What follows belongs to an exercise in optimizing a design on an open flow for small area; a production flow would make more cautious choices. The RTL was checked by simulation tests, not by an equivalence proof against the original design. The clock input has no modelled driver; a real chip could not lean on it and would need a root buffer or a full tree. Power figures rest on the tool's default switching activity, not on a simulated workload.

==> flow/design.v <==
module counter (input clk, input reset, input datak, input stp, output fin);
localparam [4:0] SEED = 5'b00001;
localparam [4:0] LAST = 5'b00011;  
reg [4:0] st;
wire [4:0] step = {st[3:0], st[4] ^ st[2]};
assign fin = (st == LAST);
always @(posedge clk)
	if (!reset) st <= 5'b00000;
	else if (stp) st <= SEED;
	else if (datak || fin) st <= 5'b00000;
	else st <= step;
endmodule
module decoder (input [7:0] data_in , output reg[9:0] data_out);
always @(*)
begin
case(data_in)
8'h00:data_out = 10'd1;
8'h01:data_out = 10'd2;
8'h02:data_out = 10'd4;
8'h42:data_out = 10'd8;
8'h04:data_out = 10'd16;
8'h44:data_out = 10'd32;
8'h05:data_out = 10'd64;
8'h45:data_out = 10'd128;
8'h0a:data_out = 10'd256;
8'h4a:data_out = 10'd512;
default: data_out = 10'd0;
endcase
end
endmodule
module TLP_Detector #(parameter width = 8)
       (input clk,
	input reset,
	input [7:0] data_in,
	input datak,
	output reg [3:0] tlp_count,
	output [159:0] TLP,
	output MRd, output MWr, output IORd, output IOWr,
	output CfgRd0, output CfgWr0, output CfgRd1, output CfgWr1, output Cpl, output CplD
	);
reg [151:0] sh_n;
always @(posedge clk)
	sh_n <= {sh_n[143:0], ~data_in};
wire stp = datak && data_in == 8'hFB;
wire fin;    
counter framing (.clk(clk), .reset(reset), .datak(datak), .stp(stp), .fin(fin));
wire hit = reset && datak && data_in == 8'hFD && fin;
reg det_n;
always @(posedge clk)
	det_n <= ~hit;
always @(posedge clk or negedge reset)
	if (!reset) tlp_count <= 4'b0000;
	else if (hit) tlp_count <= tlp_count + 1'b1;
wire det = ~det_n;
assign TLP[7:0] = {8{det}} & 8'hFB;
genvar i;
generate
	for (i = 1; i <= 18; i = i + 1) begin : g_byte
		assign TLP[8*i+7:8*i] = ~({8{det_n}} | sh_n[8*(19-i)+7:8*(19-i)]);
	end
endgenerate
assign TLP[159:152] = {8{det}} & 8'hFD;
wire [9:0] dec;
decoder fsmdecoder(~sh_n[8*16+7:8*16], dec);
assign {CplD, Cpl, CfgWr1, CfgRd1, CfgWr0, CfgRd0, IOWr, IORd, MWr, MRd} = {10{det}} & dec;
endmodule
export LEC_CHECK = 0
export CAP_MARGIN = 20
export CORE_MARGIN = 2
export CORE_UTILIZATION = 70
export SLEW_MARGIN = 20
create_clock -name core_clock -period 5.0 [get_ports {clk}]
standard.sh (not shown) runs the stock make flow with config.mk's settings and CLKGATE_MAP_FILE= SYNTH_SCRIPT=/design/flow/synth_recipe.tcl, a recipe that flattens the netlist after the stock synthesis.
==> flow/flow/run.sh <==
#!/bin/bash
set -euo pipefail
export CLK_PORT_NET=clk
export CLK_GROUPS=${CLK_GROUPS:-8}
export CLK_LEAF_CELL=${CLK_LEAF_CELL:-sky130_fd_sc_hd__clkbuf_8}
export CLK_ROOT_CELL=${CLK_ROOT_CELL:-sky130_fd_sc_hd__clkbuf_4}
bash standard.sh \
  "BUFFER_PORTS_ARGS=-buffer_cell sky130_fd_sc_hd__buf_1" \
  "PRE_CTS_TCL=$PWD/flow/clock_tree.tcl" \
  "POST_CTS_TCL=$PWD/flow/downsize.tcl" \
  finish > standard_flow.log 2>&1
==> flow/flow/clock_tree.tcl <==
# A small balanced clock tree in place of TritonCTS: the flip-flops are split
# by placement into CLK_GROUPS groups of near-equal size (halving alternately
# by x and by y), and each group is driven by one CLK_LEAF_CELL placed at the
# group's centre. The clock port drives those buffers, or one CLK_ROOT_CELL
# that drives them.
proc split_groups {pts n by_x} {
  if {$n <= 1} { return [list $pts] }
  set idx [expr {$by_x ? 1 : 2}]
  set s [lsort -real -index $idx $pts]
  set h [expr {[llength $s] / 2}]
  set n1 [expr {$n / 2}]
  return [concat [split_groups [lrange $s 0 [expr {$h - 1}]] $n1 [expr {!$by_x}]] \
                 [split_groups [lrange $s $h end] [expr {$n - $n1}] [expr {!$by_x}]]]
}

proc clock_tree_synthesis {args} {
  set block [ord::get_db_block]
  set clk_net [$block findNet $::env(CLK_PORT_NET)]
  set master [[ord::get_db] findMaster $::env(CLK_LEAF_CELL)]
  set pts {}
  foreach it [$clk_net getITerms] {
    set inst [$it getInst]
    set bb [$inst getBBox]
    lappend pts [list $it [expr {([$bb xMin] + [$bb xMax]) / 2}] [expr {([$bb yMin] + [$bb yMax]) / 2}]]
  }
  set groups [split_groups $pts $::env(CLK_GROUPS) 1]
  # optional root buffer between the clock port and the leaf buffers
  set src_net $clk_net
  if {[info exists ::env(CLK_ROOT_CELL)] && $::env(CLK_ROOT_CELL) ne ""} {
    set src_net [odb::dbNet_create $block "clknet_root"]
    $src_net setSigType CLOCK
    set root [odb::dbInst_create $block [[ord::get_db] findMaster $::env(CLK_ROOT_CELL)] "clkbuf_root"]
    set sx 0; set sy 0
    foreach p $pts { set sx [expr {$sx + [lindex $p 1]}]; set sy [expr {$sy + [lindex $p 2]}] }
    $root setLocation [expr {$sx / [llength $pts]}] [expr {$sy / [llength $pts]}]
    $root setPlacementStatus PLACED
    [$root findITerm A] connect $clk_net
    [$root findITerm X] connect $src_net
  }
  set g 0
  foreach grp $groups {
    set net [odb::dbNet_create $block "clknet_leaf_$g"]
    $net setSigType CLOCK
    set buf [odb::dbInst_create $block $master "clkbuf_leaf_$g"]
    set sx 0; set sy 0
    foreach p $grp {
      set it [lindex $p 0]
      $it disconnect
      $it connect $net
      set sx [expr {$sx + [lindex $p 1]}]
      set sy [expr {$sy + [lindex $p 2]}]
    }
    set n [llength $grp]
    $buf setLocation [expr {$sx / $n}] [expr {$sy / $n}]
    $buf setPlacementStatus PLACED
    [$buf findITerm A] connect $src_net
    [$buf findITerm X] connect $net
    puts "clock_tree: clkbuf_leaf_$g drives $n flip-flops"
    incr g
  }
  $clk_net setSigType CLOCK
  set_propagated_clock [all_clocks]
}
==> flow/flow/downsize.tcl <==
# Downsize logic cells to drive strength 1 where timing, slew and
# capacitance limits still hold. Clock-tree cells are left alone.
proc downsize_logic {min_slack} {
  set changed 0
  set area_saved 0.0
  foreach inst [get_cells *] {
    set ref [get_property $inst ref_name]
    if {![regexp {^(sky130_fd_sc_hd__[a-z0-9]+)_([0-9]+)$} $ref -> base drv]} { continue }
    if {$drv <= 1} { continue }
    if {[string match "*clkbuf*" $base] || [string match "*clkinv*" $base]} { continue }
    set target ""
    foreach d {1 2} {
      if {$d >= $drv} { break }
      if {[llength [get_lib_cells -quiet */${base}_$d]] > 0} { set target ${base}_$d; break }
    }
    if {$target eq ""} { continue }
    replace_cell $inst $target
    if {[sta::worst_slack -max] < $min_slack || [sta::max_slew_violation_count] > 0 \
        || [sta::max_capacitance_violation_count] > 0} {
      replace_cell $inst $ref
    } else {
      incr changed
      puts "downsize: [get_property $inst full_name] $ref -> $target"
    }
  }
  puts "downsize: $changed cells"
}
downsize_logic 0.5
The baseline passed the timing, DRC and antenna checks.
Change:
--- a/flow/flow/run.sh
+++ b/flow/flow/run.sh
@@ -5,2 +5,2 @@
-export CLK_LEAF_CELL=${CLK_LEAF_CELL:-sky130_fd_sc_hd__clkbuf_8}
-export CLK_ROOT_CELL=${CLK_ROOT_CELL:-sky130_fd_sc_hd__clkbuf_4}
+export CLK_LEAF_CELL=${CLK_LEAF_CELL:-sky130_fd_sc_hd__inv_8}
+export CLK_ROOT_CELL=${CLK_ROOT_CELL:-sky130_fd_sc_hd__inv_8}
--- a/flow/flow/clock_tree.tcl
+++ b/flow/flow/clock_tree.tcl
@@ -13,0 +14,8 @@
+}
+
+# the output pin of a one-input buffer or inverter
+proc out_iterm {inst} {
+  foreach it [$inst getITerms] {
+    if {[$it isOutputSignal]} { return $it }
+  }
+  error "no output pin on [$inst getName]"
@@ -38 +46 @@
-    [$root findITerm X] connect $src_net
+    [out_iterm $root] connect $src_net
@@ -57 +65 @@
-    [$buf findITerm X] connect $net
+    [out_iterm $buf] connect $net
==> flow/flow/downsize.tcl (replaced) <==
# Downsize logic cells to drive strength 1 (else 2) where timing, slew and
# capacitance limits still hold. Clock-tree cells are left alone.
proc downsize_logic {min_slack} {
  set changed 0
  foreach inst [get_cells *] {
    set ref [get_property $inst ref_name]
    if {![regexp {^(sky130_fd_sc_hd__[a-z0-9]+)_([0-9]+)$} $ref -> base drv]} { continue }
    if {$drv <= 1} { continue }
    if {[string match "*clkbuf*" $base] || [string match "*clkinv*" $base]} { continue }
    # the clock tree's own cells (flow/clock_tree.tcl) keep their size
    if {[string match "clkbuf_*" [get_property $inst full_name]]} { continue }
    foreach d {1 2} {
      if {$d >= $drv} { break }
      set target ${base}_$d
      if {[llength [get_lib_cells -quiet */$target]] == 0} { continue }
      replace_cell $inst $target
      if {[sta::worst_slack -max] < $min_slack || [sta::max_slew_violation_count] > 0 \
          || [sta::max_capacitance_violation_count] > 0} {
        replace_cell $inst $ref
      } else {
        incr changed
        puts "downsize: [get_property $inst full_name] $ref -> $target"
        break
      }
    }
  }
  puts "downsize: $changed cells"
}
downsize_logic 0.5
The new run went through all stages and came out clean. Register-to-register slack hardly moves. Power came out lower by 0.79%. Synthesized cell count stays the same. Routed wire length came out lower by 1.2%.
Change:
--- a/flow/flow/run.sh
+++ b/flow/flow/run.sh
@@ -6 +6 @@
-export CLK_ROOT_CELL=${CLK_ROOT_CELL:-sky130_fd_sc_hd__inv_8}
+export CLK_ROOT_CELL=${CLK_ROOT_CELL:-sky130_fd_sc_hd__inv_4}
What happened: Total power is about the same; die area does not change; setup slack got worse by 0.11 ns.
Change:
==> flow/flow/run.sh (replaced) <==
#!/bin/bash
set -euo pipefail
export CLK_PORT_NET=clk
export CLK_GROUPS=${CLK_GROUPS:-8}
export CLK_LEAF_CELL=${CLK_LEAF_CELL:-sky130_fd_sc_hd__clkbuf_8}
export CLK_ROOT_CELL=${CLK_ROOT_CELL:-sky130_fd_sc_hd__clkbuf_8}
bash standard.sh \
  "BUFFER_PORTS_ARGS=-buffer_cell sky130_fd_sc_hd__buf_1" \
  "PRE_CTS_TCL=$PWD/flow/clock_tree.tcl" \
  finish > standard_flow.log 2>&1
--- a/flow/flow/clock_tree.tcl
+++ b/flow/flow/clock_tree.tcl
@@ -14,8 +13,0 @@
-}
-
-# the output pin of a one-input buffer or inverter
-proc out_iterm {inst} {
-  foreach it [$inst getITerms] {
-    if {[$it isOutputSignal]} { return $it }
-  }
-  error "no output pin on [$inst getName]"
@@ -46 +38 @@
-    [out_iterm $root] connect $src_net
+    [$root findITerm X] connect $src_net
@@ -65 +57 @@
-    [out_iterm $buf] connect $net
+    [$buf findITerm X] connect $net
removed: flow/flow/downsize.tcl
=>
- The new run produced a clean layout
- power went up by 1.7%
- sequential power hardly moves
- clock skew stays flat
- register-to-register slack improves by 0.34 ns
- global-route usage went up by 0.16 points
- die area does not change
- fmax went up by 5.8%
- worst setup slack improves by 0.18 ns
- synthesized area is unchanged
No run of this note takes its clock network from TritonCTS; it comes from the design's own scripts or RTL.


RTL: the design.v shown in full above, as it stands there.
Settings: LEC_CHECK=0, CAP_MARGIN=20, CORE_MARGIN=2, CORE_UTILIZATION=70, SLEW_MARGIN=20; clock period 5.0 ns.
==> flow/flow/run.sh <==
#!/bin/bash
set -euo pipefail
export CLK_PORT_NET=clk
export CLK_GROUPS=${CLK_GROUPS:-8}
export CLK_LEAF_CELL=${CLK_LEAF_CELL:-sky130_fd_sc_hd__clkbuf_8}
export CLK_ROOT_CELL=${CLK_ROOT_CELL:-sky130_fd_sc_hd__clkbuf_4}
export CLK_KMEANS_ITERS=${CLK_KMEANS_ITERS:-10}
bash standard.sh \
  "BUFFER_PORTS_ARGS=-buffer_cell sky130_fd_sc_hd__buf_1" \
  "PRE_CTS_TCL=$PWD/flow/clock_tree.tcl" \
  "POST_CTS_TCL=$PWD/flow/downsize.tcl" \
  finish > standard_flow.log 2>&1
==> flow/flow/clock_tree.tcl <==
# A small balanced clock tree in place of TritonCTS: the flip-flops are split
# by placement into CLK_GROUPS groups of near-equal size (halving alternately
# by x and by y), and each group is driven by one CLK_LEAF_CELL placed at the
# group's centre. The clock port drives those buffers, or one CLK_ROOT_CELL
# that drives them.
proc split_groups {pts n by_x} {
  if {$n <= 1} { return [list $pts] }
  set idx [expr {$by_x ? 1 : 2}]
  set s [lsort -real -index $idx $pts]
  set h [expr {[llength $s] / 2}]
  set n1 [expr {$n / 2}]
  return [concat [split_groups [lrange $s 0 [expr {$h - 1}]] $n1 [expr {!$by_x}]] \
                 [split_groups [lrange $s $h end] [expr {$n - $n1}] [expr {!$by_x}]]]
}

# Lloyd's k-means on the groups' points, started from the halving split,
# to make each group more compact.
proc refine_groups {groups iters} {
  set pts [concat {*}$groups]
  for {set i 0} {$i < $iters} {incr i} {
    set cs {}
    foreach grp $groups {
      if {[llength $grp] == 0} { continue }
      set sx 0; set sy 0
      foreach p $grp { set sx [expr {$sx + [lindex $p 1]}]; set sy [expr {$sy + [lindex $p 2]}] }
      lappend cs [list [expr {double($sx) / [llength $grp]}] [expr {double($sy) / [llength $grp]}]]
    }
    set new {}
    foreach c $cs { lappend new {} }
    foreach p $pts {
      set best 0; set bd 1e30; set k 0
      foreach c $cs {
        set d [expr {([lindex $p 1] - [lindex $c 0]) ** 2 + ([lindex $p 2] - [lindex $c 1]) ** 2}]
        if {$d < $bd} { set bd $d; set best $k }
        incr k
      }
      lset new $best [concat [lindex $new $best] [list $p]]
    }
    set groups $new
  }
  return $groups
}

proc clock_tree_synthesis {args} {
  set block [ord::get_db_block]
  set clk_net [$block findNet $::env(CLK_PORT_NET)]
  set master [[ord::get_db] findMaster $::env(CLK_LEAF_CELL)]
  set pts {}
  foreach it [$clk_net getITerms] {
    set inst [$it getInst]
    set bb [$inst getBBox]
    lappend pts [list $it [expr {([$bb xMin] + [$bb xMax]) / 2}] [expr {([$bb yMin] + [$bb yMax]) / 2}]]
  }
  set groups [split_groups $pts $::env(CLK_GROUPS) 1]
  if {[info exists ::env(CLK_KMEANS_ITERS)]} {
    set groups [refine_groups $groups $::env(CLK_KMEANS_ITERS)]
  }
  # optional root buffer between the clock port and the leaf buffers
  set src_net $clk_net
  if {[info exists ::env(CLK_ROOT_CELL)] && $::env(CLK_ROOT_CELL) ne ""} {
    set src_net [odb::dbNet_create $block "clknet_root"]
    $src_net setSigType CLOCK
    set root [odb::dbInst_create $block [[ord::get_db] findMaster $::env(CLK_ROOT_CELL)] "clkbuf_root"]
    set sx 0; set sy 0
    foreach p $pts { set sx [expr {$sx + [lindex $p 1]}]; set sy [expr {$sy + [lindex $p 2]}] }
    $root setLocation [expr {$sx / [llength $pts]}] [expr {$sy / [llength $pts]}]
    $root setPlacementStatus PLACED
    [$root findITerm A] connect $clk_net
    [$root findITerm X] connect $src_net
  }
  set g 0
  foreach grp $groups {
    if {[llength $grp] == 0} { continue }
    set net [odb::dbNet_create $block "clknet_leaf_$g"]
    $net setSigType CLOCK
    set buf [odb::dbInst_create $block $master "clkbuf_leaf_$g"]
    set sx 0; set sy 0
    foreach p $grp {
      set it [lindex $p 0]
      $it disconnect
      $it connect $net
      set sx [expr {$sx + [lindex $p 1]}]
      set sy [expr {$sy + [lindex $p 2]}]
    }
    set n [llength $grp]
    $buf setLocation [expr {$sx / $n}] [expr {$sy / $n}]
    $buf setPlacementStatus PLACED
    [$buf findITerm A] connect $src_net
    [$buf findITerm X] connect $net
    puts "clock_tree: clkbuf_leaf_$g drives $n flip-flops"
    incr g
  }
  $clk_net setSigType CLOCK
  set_propagated_clock [all_clocks]
}
==> flow/flow/downsize.tcl <==
# Downsize logic cells to drive strength 1 where timing, slew and
# capacitance limits still hold. Clock-tree cells are left alone.
proc downsize_logic {min_slack} {
  set changed 0
  set area_saved 0.0
  foreach inst [get_cells *] {
    set ref [get_property $inst ref_name]
    if {![regexp {^(sky130_fd_sc_hd__[a-z0-9]+)_([0-9]+)$} $ref -> base drv]} { continue }
    if {$drv <= 1} { continue }
    if {[string match "*clkbuf*" $base] || [string match "*clkinv*" $base]} { continue }
    set target ""
    foreach d {1 2} {
      if {$d >= $drv} { break }
      if {[llength [get_lib_cells -quiet */${base}_$d]] > 0} { set target ${base}_$d; break }
    }
    if {$target eq ""} { continue }
    replace_cell $inst $target
    if {[sta::worst_slack -max] < $min_slack || [sta::max_slew_violation_count] > 0 \
        || [sta::max_capacitance_violation_count] > 0} {
      replace_cell $inst $ref
    } else {
      incr changed
      puts "downsize: [get_property $inst full_name] $ref -> $target"
    }
  }
  puts "downsize: $changed cells"
}
downsize_logic 0.5
The first run finished clean.
Edit:
--- a/flow/flow/run.sh
+++ b/flow/flow/run.sh
@@ -5,5 +5,4 @@
 export CLK_LEAF_CELL=${CLK_LEAF_CELL:-sky130_fd_sc_hd__clkbuf_8}
 export CLK_ROOT_CELL=${CLK_ROOT_CELL:-sky130_fd_sc_hd__clkbuf_4}
-export CLK_KMEANS_ITERS=${CLK_KMEANS_ITERS:-10}
 bash standard.sh \
   "BUFFER_PORTS_ARGS=-buffer_cell sky130_fd_sc_hd__buf_1" \
--- a/flow/flow/clock_tree.tcl
+++ b/flow/flow/clock_tree.tcl
@@ -14,32 +14,4 @@
 }
 
-# Lloyd's k-means on the groups' points, started from the halving split,
-# to make each group more compact.
-proc refine_groups {groups iters} {
-  set pts [concat {*}$groups]
-  for {set i 0} {$i < $iters} {incr i} {
-    set cs {}
-    foreach grp $groups {
-      if {[llength $grp] == 0} { continue }
-      set sx 0; set sy 0
-      foreach p $grp { set sx [expr {$sx + [lindex $p 1]}]; set sy [expr {$sy + [lindex $p 2]}] }
-      lappend cs [list [expr {double($sx) / [llength $grp]}] [expr {double($sy) / [llength $grp]}]]
-    }
-    set new {}
-    foreach c $cs { lappend new {} }
-    foreach p $pts {
-      set best 0; set bd 1e30; set k 0
-      foreach c $cs {
-        set d [expr {([lindex $p 1] - [lindex $c 0]) ** 2 + ([lindex $p 2] - [lindex $c 1]) ** 2}]
-        if {$d < $bd} { set bd $d; set best $k }
-        incr k
-      }
-      lset new $best [concat [lindex $new $best] [list $p]]
-    }
-    set groups $new
-  }
-  return $groups
-}
-
 proc clock_tree_synthesis {args} {
   set block [ord::get_db_block]
@@ -53,7 +25,4 @@
   }
   set groups [split_groups $pts $::env(CLK_GROUPS) 1]
-  if {[info exists ::env(CLK_KMEANS_ITERS)]} {
-    set groups [refine_groups $groups $::env(CLK_KMEANS_ITERS)]
-  }
   # optional root buffer between the clock port and the leaf buffers
   set src_net $clk_net
@@ -71,5 +40,4 @@
   set g 0
   foreach grp $groups {
-    if {[llength $grp] == 0} { continue }
     set net [odb::dbNet_create $block "clknet_leaf_$g"]
     $net setSigType CLOCK
- CORE_UTILIZATION: 70 -> 72
Result: Global-route usage grows by 0.70 points; sequential cell count is unchanged; synthesized area does not change; cell count is unchanged.
Edit:
==> flow/flow/downsize.tcl (replaced) <==
# Downsize logic cells to drive strength 1 (else 2) where timing, slew and
# capacitance limits still hold. Clock-tree cells are left alone.
proc downsize_logic {min_slack} {
  set changed 0
  foreach inst [get_cells *] {
    set ref [get_property $inst ref_name]
    if {![regexp {^(sky130_fd_sc_hd__[a-z0-9]+)_([0-9]+)$} $ref -> base drv]} { continue }
    if {$drv <= 1} { continue }
    if {[string match "*clkbuf*" $base] || [string match "*clkinv*" $base]} { continue }
    foreach d {1 2} {
      if {$d >= $drv} { break }
      set target ${base}_$d
      if {[llength [get_lib_cells -quiet */$target]] == 0} { continue }
      replace_cell $inst $target
      if {[sta::worst_slack -max] < $min_slack || [sta::max_slew_violation_count] > 0 \
          || [sta::max_capacitance_violation_count] > 0} {
        replace_cell $inst $ref
      } else {
        incr changed
        puts "downsize: [get_property $inst full_name] $ref -> $target"
        break
      }
    }
  }
  puts "downsize: $changed cells"
}
downsize_logic 0.5
- CORE_UTILIZATION: 72 -> 70
Result: Power stays flat; utilization goes down by 1.1 points; synthesized cell count is unchanged; routed wire length goes down by 1.9%.
Edit:
==> flow/flow/run.sh (replaced) <==
#!/bin/bash
set -euo pipefail
export CLK_PORT_NET=clk
export CLK_GROUPS=${CLK_GROUPS:-7}
export CLK_LEAF_CELL=${CLK_LEAF_CELL:-sky130_fd_sc_hd__inv_8}
export CLK_ROOT_CELL=${CLK_ROOT_CELL:-sky130_fd_sc_hd__inv_8}
bash standard.sh \
  "BUFFER_PORTS_ARGS=-buffer_cell sky130_fd_sc_hd__buf_1" \
  "PRE_CTS_TCL=$PWD/flow/clock_tree.tcl" \
  "POST_CTS_TCL=$PWD/flow/downsize.tcl" \
  "POST_GLOBAL_ROUTE_TCL=$PWD/flow/downsize.tcl" \
  finish > standard_flow.log 2>&1
--- a/flow/flow/clock_tree.tcl
+++ b/flow/flow/clock_tree.tcl
@@ -1,15 +1,25 @@
 # A small balanced clock tree in place of TritonCTS: the flip-flops are split
-# by placement into CLK_GROUPS groups of near-equal size (halving alternately
+# by placement into CLK_GROUPS groups of near-equal size (cutting alternately
 # by x and by y), and each group is driven by one CLK_LEAF_CELL placed at the
-# group's centre. The clock port drives those buffers, or one CLK_ROOT_CELL
-# that drives them.
+# group's centre. The clock port drives those cells, or one CLK_ROOT_CELL
+# that drives them. The cells may be buffers, or inverters for both the root
+# and the leaves, so that the flip-flops see the clock's own polarity.
 proc split_groups {pts n by_x} {
   if {$n <= 1} { return [list $pts] }
   set idx [expr {$by_x ? 1 : 2}]
   set s [lsort -real -index $idx $pts]
-  set h [expr {[llength $s] / 2}]
   set n1 [expr {$n / 2}]
+  # points in proportion to the groups on each side
+  set h [expr {([llength $s] * $n1 + $n / 2) / $n}]
   return [concat [split_groups [lrange $s 0 [expr {$h - 1}]] $n1 [expr {!$by_x}]] \
                  [split_groups [lrange $s $h end] [expr {$n - $n1}] [expr {!$by_x}]]]
+}
+
+# the output pin of a one-input buffer or inverter
+proc out_iterm {inst} {
+  foreach it [$inst getITerms] {
+    if {[$it isOutputSignal]} { return $it }
+  }
+  error "no output pin on [$inst getName]"
 }
 
@@ -36,5 +46,5 @@
     $root setPlacementStatus PLACED
     [$root findITerm A] connect $clk_net
-    [$root findITerm X] connect $src_net
+    [out_iterm $root] connect $src_net
   }
   set g 0
@@ -55,5 +65,5 @@
     $buf setPlacementStatus PLACED
     [$buf findITerm A] connect $src_net
-    [$buf findITerm X] connect $net
+    [out_iterm $buf] connect $net
     puts "clock_tree: clkbuf_leaf_$g drives $n flip-flops"
     incr g
--- a/flow/flow/downsize.tcl
+++ b/flow/flow/downsize.tcl
@@ -1,3 +1,3 @@
-# Downsize logic cells to drive strength 1 (else 2) where timing, slew and
+# Downsize logic cells to the smallest drive strength at which timing, slew and
 # capacitance limits still hold. Clock-tree cells are left alone.
 proc downsize_logic {min_slack} {
@@ -8,5 +8,7 @@
     if {$drv <= 1} { continue }
     if {[string match "*clkbuf*" $base] || [string match "*clkinv*" $base]} { continue }
-    foreach d {1 2} {
+    # the clock tree's own cells (flow/clock_tree.tcl) keep their size
+    if {[string match "clkbuf_*" [get_property $inst full_name]]} { continue }
+    foreach d {1 2 3 4 6 8 12} {
       if {$d >= $drv} { break }
       set target ${base}_$d
Clock power went down by 6.9%.
Final cell count barely changes.
Final area went down by 0.55%.
Sequential power hardly moves.
Worst setup slack gets better by 260 ps.
Total power went down by 1.8%.
Edit:
--- a/flow/flow/run.sh
+++ b/flow/flow/run.sh
@@ -9,4 +9,3 @@
   "PRE_CTS_TCL=$PWD/flow/clock_tree.tcl" \
   "POST_CTS_TCL=$PWD/flow/downsize.tcl" \
-  "POST_GLOBAL_ROUTE_TCL=$PWD/flow/downsize.tcl" \
   finish > standard_flow.log 2>&1
--- a/flow/flow/clock_tree.tcl
+++ b/flow/flow/clock_tree.tcl
@@ -1,8 +1,7 @@
 # A small balanced clock tree in place of TritonCTS: the flip-flops are split
-# by placement into CLK_GROUPS groups of near-equal size (cutting alternately
+# by placement into CLK_GROUPS groups of near-equal size (halving alternately
 # by x and by y), and each group is driven by one CLK_LEAF_CELL placed at the
-# group's centre. The clock port drives those cells, or one CLK_ROOT_CELL
-# that drives them. The cells may be buffers, or inverters for both the root
-# and the leaves, so that the flip-flops see the clock's own polarity.
+# group's centre. The clock port drives those buffers, or one CLK_ROOT_CELL
+# that drives them.
 proc split_groups {pts n by_x} {
   if {$n <= 1} { return [list $pts] }
--- a/flow/flow/downsize.tcl
+++ b/flow/flow/downsize.tcl
@@ -1,3 +1,3 @@
-# Downsize logic cells to the smallest drive strength at which timing, slew and
+# Downsize logic cells to drive strength 1 (else 2) where timing, slew and
 # capacitance limits still hold. Clock-tree cells are left alone.
 proc downsize_logic {min_slack} {
@@ -10,5 +10,5 @@
     # the clock tree's own cells (flow/clock_tree.tcl) keep their size
     if {[string match "clkbuf_*" [get_property $inst full_name]]} { continue }
-    foreach d {1 2 3 4 6 8 12} {
+    foreach d {1 2} {
       if {$d >= $drv} { break }
       set target ${base}_$d
Result: Utilization is unchanged. Power is unchanged. Worst hold slack does not change. Setup slack is unchanged. Via count stays the same. Final cell count stays the same. Fmax does not change. Die area is unchanged. Final area is unchanged. Critical path depth does not change. Sequential power is about the same.
Edit:
--- a/flow/flow/run.sh
+++ b/flow/flow/run.sh
@@ -2,5 +2,5 @@
 set -euo pipefail
 export CLK_PORT_NET=clk
-export CLK_GROUPS=${CLK_GROUPS:-7}
+export CLK_GROUPS=${CLK_GROUPS:-6}
 export CLK_LEAF_CELL=${CLK_LEAF_CELL:-sky130_fd_sc_hd__inv_8}
 export CLK_ROOT_CELL=${CLK_ROOT_CELL:-sky130_fd_sc_hd__inv_8}
=>
- clock power fell by about 4%
- critical path depth stays the same
- setup slack degrades by 24 ps
- sequential power barely changes
- sequential cell count is unchanged
- cell count stays flat
- via count rose by 0.41%
No run of this note takes its clock network from TritonCTS; it comes from the design's own scripts or RTL.

[re-timing with driven ports]
The flow's constraints put no driver on any port. The routed layouts listed below were extracted and timed again, unchanged, in two steps. Step 1, drivers: a clkbuf_16 drives clk and a buf_2 each remaining input, both assumed. Step 2 moves the port delays by t, midway between the first and last clock arrival at a register: inputs arrive t later, outputs are due t later. That takes back most of the time a late clock gives input paths. a / b / c = ideal / step 1 / step 2; a / b = the first two.
| run | t, ns | slack for setup (ns) | worst hold slack (ns) | clock arrival spread, ns | worst register clock-pin slew, ns |
|---|---|---|---|---|---|
| the first run of note 1 | 0.466 | 1.742 / 1.715 / 2.181 | 0.338 / 0.338 / 0.338 | 0.007 / 0.007 | 0.11 / 0.11 |
| the second run of note 1 | 0.246 | 1.748 / 1.700 / 1.946 | 0.335 / 0.335 / 0.335 | 0.007 / 0.008 | 0.09 / 0.10 |
| the third run of note 1 | 0.339 | 1.636 / 1.604 / 1.942 | 0.338 / 0.338 / 0.338 | 0.007 / 0.007 | 0.11 / 0.11 |
| the fourth run of note 1 | 0.393 | 1.819 / 1.790 / 2.183 | 0.337 / 0.337 / 0.337 | 0.006 / 0.007 | 0.11 / 0.11 |
| the first run of note 2 | 0.460 | 1.772 / 1.745 / 2.205 | 0.324 / 0.324 / 0.324 | 0.021 / 0.021 | 0.12 / 0.12 |
| the second run of note 2 | 0.471 | 1.740 / 1.715 / 2.186 | 0.340 / 0.340 / 0.340 | 0.009 / 0.010 | 0.11 / 0.11 |
| the third run of note 2 | 0.466 | 1.494 / 1.467 / 1.932 | 0.338 / 0.338 / 0.338 | 0.007 / 0.007 | 0.11 / 0.11 |
| the fourth run of note 2 | 0.241 | 1.758 / 1.711 / 1.952 | 0.338 / 0.338 / 0.338 | 0.008 / 0.007 | 0.11 / 0.11 |
| the fifth run of note 2 | 0.241 | 1.758 / 1.711 / 1.952 | 0.338 / 0.338 / 0.338 | 0.008 / 0.007 | 0.11 / 0.11 |
| the sixth run of note 2 | 0.241 | 1.734 / 1.687 / 1.928 | 0.342 / 0.342 / 0.342 | 0.009 / 0.009 | 0.12 / 0.12 |
After both steps setup and hold are still met in every run listed.
